What follows belongs to an exercise in optimizing a design on an open flow for small area, a short achievable clock period and few clock cycles per item; a production flow would make more cautious choices. At most, simulation tests tie the RTL to the original design; equivalence was not proved.

Setup of zinc:
// Practica_1
module Practica_1
#(
	parameter NBits = 8,
	parameter N2Bits = NBits*2,
	parameter K = 7,	 
	parameter SW = (K <= 7) ? 15 : 16	 
)
(
	input clk,
	input reset,
	input start,
	input [NBits-1:0] multiplier,
	input [NBits-1:0] multiplicand,
	output [6:0]uni_Seg_out,
	output [6:0]dec_Seg_out,
	output [6:0]cen_Seg_out,
	output [6:0]thou_Seg_out,
	output [6:0]thou2_Seg_out,
	output [6:0]sign_Seg_out,
	output ready
);
Size in the first run: roughly 830 cells after synthesis, ~62 I/O pins, roughly 4300 um^2 of cells after synthesis.
==> module Practica_1, before the edit <==
module Practica_1
#(
	parameter NBits = 8,
	parameter N2Bits = NBits*2,
	parameter K = 7,	 
	parameter SW = (K <= 7) ? 15 : 16	 
)
(
	input clk,
	input reset,
	input start,
	input [NBits-1:0] multiplier,
	input [NBits-1:0] multiplicand,
	output [6:0]uni_Seg_out,
	output [6:0]dec_Seg_out,
	output [6:0]cen_Seg_out,
	output [6:0]thou_Seg_out,
	output [6:0]thou2_Seg_out,
	output [6:0]sign_Seg_out,
	output ready
);
wire [14:0] prod;
wire [SW-1:0] bcd_state;
wire minus;
Seq_Multiplier SM1 (.multiplier(multiplier), .multiplicand(multiplicand), .product(prod), .signBit(minus));
BCD_Head #(K) BH1 (.bits_in(prod), .state(bcd_state));
logic [SW-1:0] state_q;
logic minus_q;
logic ready_q;
always_ff @(posedge clk) begin
	state_q <= bcd_state;
	minus_q <= minus;
end
always_ff @(posedge clk, negedge reset) begin
	if (!reset) ready_q <= 1'b0;
	else ready_q <= start;
end
wire [3:0] uni, dec, cen, thou, thou2;
BCD_16Bit #(K) BCD1 (.state(state_q), .uni(uni), .dec(dec), .cen(cen), .thou(thou), .thou2(thou2));
SegmentDisplay SD0 (.value(uni),   .Seg_Result(uni_Seg_out));
SegmentDisplay SD1 (.value(dec),   .Seg_Result(dec_Seg_out));
SegmentDisplay SD2 (.value(cen),   .Seg_Result(cen_Seg_out));
SegmentDisplay SD3 (.value(thou),  .Seg_Result(thou_Seg_out));
SegmentDisplay SD4 (.value(thou2), .Seg_Result(thou2_Seg_out));
assign sign_Seg_out = minus_q ? 7'h3F : 7'h7F;
assign ready = ready_q;
endmodule
clock: 12.0 ns
lec_check: 0
abc_area: 1
cap_margin: 20
core_margin: 2
core_utilization: 40
slew_margin: 20
standard.sh (not shown) runs the stock make flow with config.mk's settings and CLKGATE_MAP_FILE= SYNTH_SCRIPT=/design/flow/synth_recipe.tcl, a recipe that flattens the netlist after the stock synthesis.
==> flow/flow/run.sh <==
#!/bin/bash
# The standard layout (standard.sh) with two changes:
#  - synthesis runs flow/my_synth.tcl: the standard flow's synthesis script, except that
#    ABC maps the logic with flow/abc_custom.script and extract_fa is set by
#    flow/fa_mode ("none": adders are left to ABC as plain logic);
#  - port buffers are sky130_fd_sc_hd__buf_2 cells.
# make's output goes to flow_make.log here; each tool's full log is in orfs/logs.
set -euo pipefail
bash standard.sh "SYNTH_SCRIPT=$PWD/flow/my_synth.tcl" \
  "BUFFER_PORTS_ARGS=-buffer_cell sky130_fd_sc_hd__buf_2" finish > flow_make.log 2>&1
==> flow/flow/abc_custom.script <==
strash
dch -f
map -D 3500
topo
stime -c
buffer -c
upsize -c
dnsize -c
==> flow/flow/fa_mode <==
none
==> flow/flow/my_synth.tcl <==
# The standard synthesis (synth_recipe.tcl) with two changes to how the
# combinational logic is mapped; registers, their names and cell types come
# from the same steps as the standard synthesis:
#  - the ABC call uses abc_custom.script (next to this file) instead of ORFS's
#    abc_area/abc_speed script;
#  - extract_fa runs with the options in fa_mode next to this file (default
#    -fa, full adders only); "none" skips it, leaving adders to ABC.
set ::custom_dir [file dirname [file normalize [info script]]]
set ::custom_abc_script [file join $::custom_dir abc_custom.script]
set ::custom_fa_mode -fa
if {[file exists [file join $::custom_dir fa_mode]]} {
  set f [open [file join $::custom_dir fa_mode]]; set ::custom_fa_mode [string trim [read $f]]; close $f
}
proc abc {args} {
  set i [lsearch -exact $args -script]
  if {$i >= 0} { lset args [expr {$i + 1}] $::custom_abc_script }
  puts "custom abc: $args"
  yosys abc {*}$args
}
proc extract_fa {args} {
  puts "custom extract_fa: $::custom_fa_mode $args"
  if {$::custom_fa_mode ne "none"} { yosys extract_fa {*}$::custom_fa_mode {*}$args }
}
proc synth {args} { yosys synth -nofsm -noshare {*}$args }
source $::env(SCRIPTS_DIR)/synth.tcl
# left out here: clear keep_hierarchy, flatten, clean up, hide names made inside functions, write 1_2_yosys.v
Relative to zinc, the following input files were edited for lagoon:
diff --git a/flow/design.v b/flow/design.v
--- a/flow/design.v
+++ b/flow/design.v
@@ -213,11 +213,11 @@
 endmodule
 module Practica_1
 #(
 	parameter NBits = 8,
 	parameter N2Bits = NBits*2,
-	parameter K = 7,	 
+	parameter K = 8,	 
 	parameter SW = (K <= 7) ? 15 : 16	 
 )
 (
 	input clk,
 	input reset,
Notes after the runs:
zinc -> lagoon: critical path depth decreased by a few percent. Timing endpoint of the critical path: dec_Seg_out[3] -> lagoon, cen_Seg_out[3] -> zinc. lagoon -> zinc: tightest hold margin flat. lagoon against zinc: setup slack has increased, met1 usage in global routing moved down, share of cell area taken by flip-flops and latches went up by 0.34 points, total non-filler cell area in the finished layout higher.
Testbench counts of lagoon, summed over its fixed seeds: cycles 16,000, items 8,000.
For zinc, only the layout was checked, not whether the RTL still works.

Setup of lane 1:
Another version of the RTL of Practica_1 (not shown whole).
Size in the first run: about 840 cells after synthesis, about 17 flip-flops.
==> module Practica_1, before the edit <==
module Practica_1
#(
	parameter NBits = 8,
	parameter N2Bits = NBits*2,
	parameter K = 8,	 
	parameter SW = (K <= 7) ? 15 : 16	 
)
(
	input clk,
	input reset,
	input start,
	input [NBits-1:0] multiplier,
	input [NBits-1:0] multiplicand,
	output [6:0]uni_Seg_out,
	output [6:0]dec_Seg_out,
	output [6:0]cen_Seg_out,
	output [6:0]thou_Seg_out,
	output [6:0]thou2_Seg_out,
	output [6:0]sign_Seg_out,
	output ready
);
wire [14:0] prod;
wire [SW-1:0] bcd_state;
wire minus;
Seq_Multiplier SM1 (.multiplier(multiplier), .multiplicand(multiplicand), .product(prod), .signBit(minus));
BCD_Head #(K) BH1 (.bits_in(prod), .state(bcd_state));
logic [SW-1:0] state_q;
logic ready_q;
always_ff @(posedge clk) begin
	state_q <= bcd_state;
end
always_ff @(posedge clk, negedge reset) begin
	if (!reset) ready_q <= 1'b0;
	else ready_q <= start;
end
wire [3:0] uni, dec, cen, thou, thou2;
BCD_16Bit #(K) BCD1 (.state(state_q), .uni(uni), .dec(dec), .cen(cen), .thou(thou), .thou2(thou2));
SegmentDisplay SD0 (.value(uni),   .Seg_Result(uni_Seg_out));
SegmentDisplay SD1 (.value(dec),   .Seg_Result(dec_Seg_out));
SegmentDisplay SD2 (.value(cen),   .Seg_Result(cen_Seg_out));
SegmentDisplay SD3 (.value(thou),  .Seg_Result(thou_Seg_out));
SegmentDisplay SD4 (.value(thou2), .Seg_Result(thou2_Seg_out));
assign sign_Seg_out = minus ? 7'h3F : 7'h7F;
assign ready = ready_q;
endmodule
clock: 12.0 ns
lec_check: 0
abc_area: 1
cap_margin: 20
core_margin: 2
core_utilization: 40
slew_margin: 20
Scripts as last shown in full above: flow/flow/run.sh, flow/flow/abc_custom.script, flow/flow/fa_mode, flow/flow/my_synth.tcl
For lane 2, these inputs were changed with respect to lane 1:
--- a/flow/design.v
+++ b/flow/design.v
@@ -214,9 +214,9 @@
 module Practica_1
 #(
 	parameter NBits = 8,
 	parameter N2Bits = NBits*2,
-	parameter K = 8,	 
+	parameter K = 9,	 
 	parameter SW = (K <= 7) ? 15 : 16	 
 )
 (
 	input clk,
@@ -237,11 +237,13 @@
 wire minus;
 Seq_Multiplier SM1 (.multiplier(multiplier), .multiplicand(multiplicand), .product(prod), .signBit(minus));
 BCD_Head #(K) BH1 (.bits_in(prod), .state(bcd_state));
 logic [SW-1:0] state_q;
+logic minus_q;
 logic ready_q;
 always_ff @(posedge clk) begin
 	state_q <= bcd_state;
+	minus_q <= minus;
 end
 always_ff @(posedge clk, negedge reset) begin
 	if (!reset) ready_q <= 1'b0;
 	else ready_q <= start;
@@ -252,7 +254,7 @@
 SegmentDisplay SD1 (.value(dec),   .Seg_Result(dec_Seg_out));
 SegmentDisplay SD2 (.value(cen),   .Seg_Result(cen_Seg_out));
 SegmentDisplay SD3 (.value(thou),  .Seg_Result(thou_Seg_out));
 SegmentDisplay SD4 (.value(thou2), .Seg_Result(thou2_Seg_out));
-assign sign_Seg_out = minus ? 7'h3F : 7'h7F;
+assign sign_Seg_out = minus_q ? 7'h3F : 7'h7F;
 assign ready = ready_q;
 endmodule
Results
Sequential cell count: lane 2 and lane 1 compared, lower one is lane 1
Cell area | lane 2 vs lane 1 | lane 2 smaller
Sort lane 2 and lane 1 by required time at the endpoint of the critical path, ascending, and lane 1 comes first.
Minimum clock period in lane 2 is 93 ps above lane 1.
Comparing lane 2 and lane 1, count of TritonRoute iterations in the first routing pass is lower on lane 1.
Classification of the worst setup path = input pin to flip-flop: lane 2; classification of the worst setup path = flip-flop to output pin: lane 1
Re post-layout worst setup margin: lane 2 is 93 ps down on lane 1.
Lower worst hold slack was reported by lane 2, not lane 1.
Comparing lane 2 and lane 1, via count is lower on lane 1.
Clock slew at the register clock pins of the worst setup and hold paths in lane 2 is 20 ps above lane 1.
Compared with lane 1, in lane 2 worst-path maximum fanout up 1, overall die area shrank by about 2.8%.
No functional check of the RTL was part of any run of this note.

the baseline:
Practica_1, a different RTL version from the one above (not shown whole).
Size: roughly 950 cells after synthesis, roughly 18 flip-flops, about 0.0051 mm2 of cells after synthesis.
==> module BCD_Head, before the edit <==
module BCD_Head
#(
	parameter K = 7,
	parameter SW = (K <= 7) ? 15 : 16
)
(
	input [14:0] bits_in,
	output [SW-1:0] state
);
	function automatic [3:0] bcd_add3(input [3:0] i);
		bcd_add3[3] = i[3] | (i[2] & (i[1] | i[0]));
		bcd_add3[2] = (i[3] & i[0]) | (i[2] & ~i[1] & ~i[0]);
		bcd_add3[1] = (i[3] & ~i[0]) | (~i[2] & i[1]) | (i[1] & i[0]);
		bcd_add3[0] = (i[3] & ~i[0]) | (~i[3] & ~i[2] & i[0]) | (i[2] & i[1] & ~i[0]);
	endfunction
	logic [19:0] s;
	integer k;
	always_comb begin
		s = 20'd0;
		for (k = 14; k > 14 - K; k = k - 1) begin
			if (k <= 10) s[3:0] = bcd_add3(s[3:0]);
			if (k <= 7)  s[7:4] = bcd_add3(s[7:4]);
			s = {s[18:0], bits_in[k]};
		end
	end
	assign state = {s[SW-16+K:0], bits_in[14-K:0]};
endmodule
==> module BCD_16Bit, before the edit <==
module BCD_16Bit
#(
	parameter K = 7,
	parameter SW = (K <= 7) ? 15 : 16
)
(
	input [SW-1:0] state,
	output [3:0] uni,
	output [3:0] dec,
	output [3:0] cen,
	output [3:0] thou,
	output [3:0] thou2
);
	function automatic [3:0] bcd_add3(input [3:0] i);
		bcd_add3[3] = i[3] | (i[2] & (i[1] | i[0]));
		bcd_add3[2] = (i[3] & i[0]) | (i[2] & ~i[1] & ~i[0]);
		bcd_add3[1] = (i[3] & ~i[0]) | (~i[2] & i[1]) | (i[1] & i[0]);
		bcd_add3[0] = (i[3] & ~i[0]) | (~i[3] & ~i[2] & i[0]) | (i[2] & i[1] & ~i[0]);
	endfunction
	logic [19:0] s;
	integer k;
	always_comb begin
		s = 20'd0;
		s[SW-16+K:0] = state[SW-1:15-K];
		for (k = 14 - K; k >= 0; k = k - 1) begin
			if (k <= 10) s[3:0]   = bcd_add3(s[3:0]);
			if (k <= 7)  s[7:4]   = bcd_add3(s[7:4]);
			if (k <= 4)  s[11:8]  = bcd_add3(s[11:8]);
			if (k <= 0)  s[15:12] = bcd_add3(s[15:12]);
			s = {s[18:0], state[k]};
		end
	end
	assign uni = s[3:0];
	assign dec = s[7:4];
	assign cen = s[11:8];
	assign thou = s[15:12];
	assign thou2 = s[19:16];
endmodule
==> module Practica_1, before the edit <==
module Practica_1
#(
	parameter NBits = 8,
	parameter N2Bits = NBits*2,
	parameter K = 9,	 
	parameter SW = (K <= 7) ? 15 : 16	 
)
(
	input clk,
	input reset,
	input start,
	input [NBits-1:0] multiplier,
	input [NBits-1:0] multiplicand,
	output [6:0]uni_Seg_out,
	output [6:0]dec_Seg_out,
	output [6:0]cen_Seg_out,
	output [6:0]thou_Seg_out,
	output [6:0]thou2_Seg_out,
	output [6:0]sign_Seg_out,
	output ready
);
wire [14:0] prod;
wire [SW-1:0] bcd_state;
wire minus;
Seq_Multiplier SM1 (.multiplier(multiplier), .multiplicand(multiplicand), .product(prod), .signBit(minus));
BCD_Head #(K) BH1 (.bits_in(prod), .state(bcd_state));
logic [SW-1:0] state_q;
logic minus_q;
logic ready_q;
always_ff @(posedge clk) begin
	state_q <= bcd_state;
	minus_q <= minus;
end
always_ff @(posedge clk, negedge reset) begin
	if (!reset) ready_q <= 1'b0;
	else ready_q <= start;
end
wire [3:0] uni, dec, cen, thou, thou2;
BCD_16Bit #(K) BCD1 (.state(state_q), .uni(uni), .dec(dec), .cen(cen), .thou(thou), .thou2(thou2));
SegmentDisplay SD0 (.value(uni),   .Seg_Result(uni_Seg_out));
SegmentDisplay SD1 (.value(dec),   .Seg_Result(dec_Seg_out));
SegmentDisplay SD2 (.value(cen),   .Seg_Result(cen_Seg_out));
SegmentDisplay SD3 (.value(thou),  .Seg_Result(thou_Seg_out));
SegmentDisplay SD4 (.value(thou2), .Seg_Result(thou2_Seg_out));
assign sign_Seg_out = minus_q ? 7'h3F : 7'h7F;
assign ready = ready_q;
endmodule
Settings: LEC_CHECK=0, ABC_AREA=1, CAP_MARGIN=20, CORE_MARGIN=2, CORE_UTILIZATION=40, SLEW_MARGIN=20; clock period 12.0 ns.
==> flow/flow/run.sh <==
#!/bin/bash
# The standard layout (standard.sh), with two changes:
#  - synthesis maps logic with flow/abc_custom.script (see flow/my_synth.tcl);
#  - port buffers are sky130_fd_sc_hd__buf_2 cells.
# make's output goes to flow_make.log here; each tool's full log is under orfs/logs.
set -euo pipefail
bash standard.sh "SYNTH_SCRIPT=$PWD/flow/my_synth.tcl" \
  "BUFFER_PORTS_ARGS=-buffer_cell sky130_fd_sc_hd__buf_2" finish > flow_make.log 2>&1
==> flow/flow/abc_custom.script <==
strash
dch
map -D 3500
topo
stime -c
buffer -c
upsize -c
dnsize -c
==> flow/flow/my_synth.tcl <==
# The standard synthesis (synth_recipe.tcl) with two changes to how the
# combinational logic is mapped; registers, their names and cell types come
# from the same steps as the standard synthesis:
#  - the ABC call uses abc_custom.script (next to this file) instead of ORFS's
#    abc_area/abc_speed script;
#  - extract_fa only extracts full adders (no half adders), so that XOR/AND
#    pairs are left to ABC.
set ::custom_dir [file dirname [file normalize [info script]]]
set ::custom_abc_script [file join $::custom_dir abc_custom.script]
set ::custom_fa_mode -fa
if {[file exists [file join $::custom_dir fa_mode]]} {
  set f [open [file join $::custom_dir fa_mode]]; set ::custom_fa_mode [string trim [read $f]]; close $f
}
proc abc {args} {
  set i [lsearch -exact $args -script]
  if {$i >= 0} { lset args [expr {$i + 1}] $::custom_abc_script }
  puts "custom abc: $args"
  yosys abc {*}$args
}
proc extract_fa {args} {
  puts "custom extract_fa: $::custom_fa_mode $args"
  if {$::custom_fa_mode ne "none"} { yosys extract_fa {*}$::custom_fa_mode {*}$args }
}
proc synth {args} { yosys synth -nofsm -noshare {*}$args }
source $::env(SCRIPTS_DIR)/synth.tcl
# left out here: clear keep_hierarchy, flatten, clean up, hide names made inside functions, write 1_2_yosys.v
Scripts as last shown in full above: flow/flow/fa_mode
--- input diff the baseline..the candidate ---
diff --git a/flow/design.v b/flow/design.v
--- a/flow/design.v
+++ b/flow/design.v
@@ -1,13 +1,12 @@
 module BCD_Head
 #(
-	parameter K = 7,
-	parameter SW = (K <= 7) ? 15 : 16
+	parameter K = 7
 )
 (
 	input [14:0] bits_in,
-	output [SW-1:0] state
+	output [14:0] state
 );
 	function automatic [3:0] bcd_add3(input [3:0] i);
 		bcd_add3[3] = i[3] | (i[2] & (i[1] | i[0]));
 		bcd_add3[2] = (i[3] & i[0]) | (i[2] & ~i[1] & ~i[0]);
 		bcd_add3[1] = (i[3] & ~i[0]) | (~i[2] & i[1]) | (i[1] & i[0]);
@@ -21,19 +20,24 @@
 			if (k <= 10) s[3:0] = bcd_add3(s[3:0]);
 			if (k <= 7)  s[7:4] = bcd_add3(s[7:4]);
 			s = {s[18:0], bits_in[k]};
 		end
 	end
-	assign state = {s[SW-16+K:0], bits_in[14-K:0]};
+	generate
+		if (K < 15) begin : rest
+			assign state = {s[K-1:0], bits_in[14-K:0]};
+		end else begin : all
+			assign state = s[14:0];
+		end
+	endgenerate
 endmodule
 module BCD_16Bit
 #(
-	parameter K = 7,
-	parameter SW = (K <= 7) ? 15 : 16
+	parameter K = 7
 )
 (
-	input [SW-1:0] state,
+	input [14:0] state,
 	output [3:0] uni,
 	output [3:0] dec,
 	output [3:0] cen,
 	output [3:0] thou,
 	output [3:0] thou2
@@ -46,11 +50,11 @@
 	endfunction
 	logic [19:0] s;
 	integer k;
 	always_comb begin
 		s = 20'd0;
-		s[SW-16+K:0] = state[SW-1:15-K];
+		s[K-1:0] = state[14:15-K];
 		for (k = 14 - K; k >= 0; k = k - 1) begin
 			if (k <= 10) s[3:0]   = bcd_add3(s[3:0]);
 			if (k <= 7)  s[7:4]   = bcd_add3(s[7:4]);
 			if (k <= 4)  s[11:8]  = bcd_add3(s[11:8]);
 			if (k <= 0)  s[15:12] = bcd_add3(s[15:12]);
@@ -267,12 +271,11 @@
 endmodule
 module Practica_1
 #(
 	parameter NBits = 8,
 	parameter N2Bits = NBits*2,
-	parameter K = 9,	 
-	parameter SW = (K <= 7) ? 15 : 16	 
+	parameter K = 7		 
 )
 (
 	input clk,
 	input reset,
 	input start,
@@ -285,15 +288,15 @@
 	output [6:0]thou2_Seg_out,
 	output [6:0]sign_Seg_out,
 	output ready
 );
 wire [14:0] prod;
-wire [SW-1:0] bcd_state;
+wire [14:0] bcd_state;
 wire minus;
 Seq_Multiplier SM1 (.multiplier(multiplier), .multiplicand(multiplicand), .product(prod), .signBit(minus));
 BCD_Head #(K) BH1 (.bits_in(prod), .state(bcd_state));
-logic [SW-1:0] state_q;
+logic [14:0] state_q;
 logic minus_q;
 logic ready_q;
 always_ff @(posedge clk) begin
 	state_q <= bcd_state;
 	minus_q <= minus;
==> comparison <==
- The candidate | status: complete | timing, DRC, antenna: pass
- The fraction of cell area in non-clock buffers of the candidate exceeds that of the baseline by 0.17 points.
- For the baseline, the capturing instance or port of the critical path was state_q[7], unlike the candidate, where it was thou_Seg_out[6].
- Area growth from synthesis to final layout for the candidate: 0.67 points down relative to the baseline
- Comparing the candidate against the baseline, there is no change at all in total clock buffers created by CTS.
- NOTE: inserted tap cell count in the candidate falls short of that of the baseline
- Lower fmax goes to the baseline over the candidate.
- In the tables for the candidate and the baseline, total wirelength of the detailed-routed design reads lower with the candidate.
- Cmp the candidate vs the baseline: wire length of the first global-routing pass lower in the candidate
- From the baseline to the candidate the numbers moved as follows: synthesized cell count shrank by 3.2%, design area shrank by about 3.4%, die width shrank by 1.4%.
- Summary — final cell count without fillers, the candidate relative to the baseline: lower, by 55.
No functional check of the RTL was part of any run of this note.

[re-timing with driven ports]
The results above use ideal ports. As a check the final layouts listed here were re-extracted and re-timed, cells and wires unchanged. Step 1 assumes that a clkbuf_16 drives the clock port and a buf_2 every other input. Step 2 moves the port delays by t, midway between the first and last clock arrival at a register: inputs arrive t later, outputs are due t later. That takes back most of the time a late clock gives input paths. a / b / c = no drivers / after step 1 / after step 2; a / b = the first two.
run | shift t [ns] | setup WS [ns] | worst setup path at the end | slew at the worst register clock pin (ns) | pins driven straight from the clock port
zinc | 0.282 | 4.957 / 4.929 / 5.211 | register to output | 0.07 / 0.07 | 1
lagoon | 0.286 | 5.515 / 5.485 / 5.298 | input to register | 0.08 / 0.08 | 1
lane 1 | 0.274 | 5.284 / 5.253 / 5.384 | input to register | 0.05 / 0.05 | 1
lane 2 | 0.274 | 5.191 / 5.200 / 4.926 | input to register | 0.07 / 0.07 | 1
the baseline | 0.285 | 4.829 / 4.842 / 4.557 | input to register | 0.05 / 0.05 | 1
the candidate | 0.280 | 5.064 / 5.033 / 5.244 | input to register | 0.05 / 0.05 | 1
After both steps every run listed still meets setup and hold. The setup slack of the baseline, which loses most, moves by +0.013 ns with the drivers and by -0.272 ns with both steps.
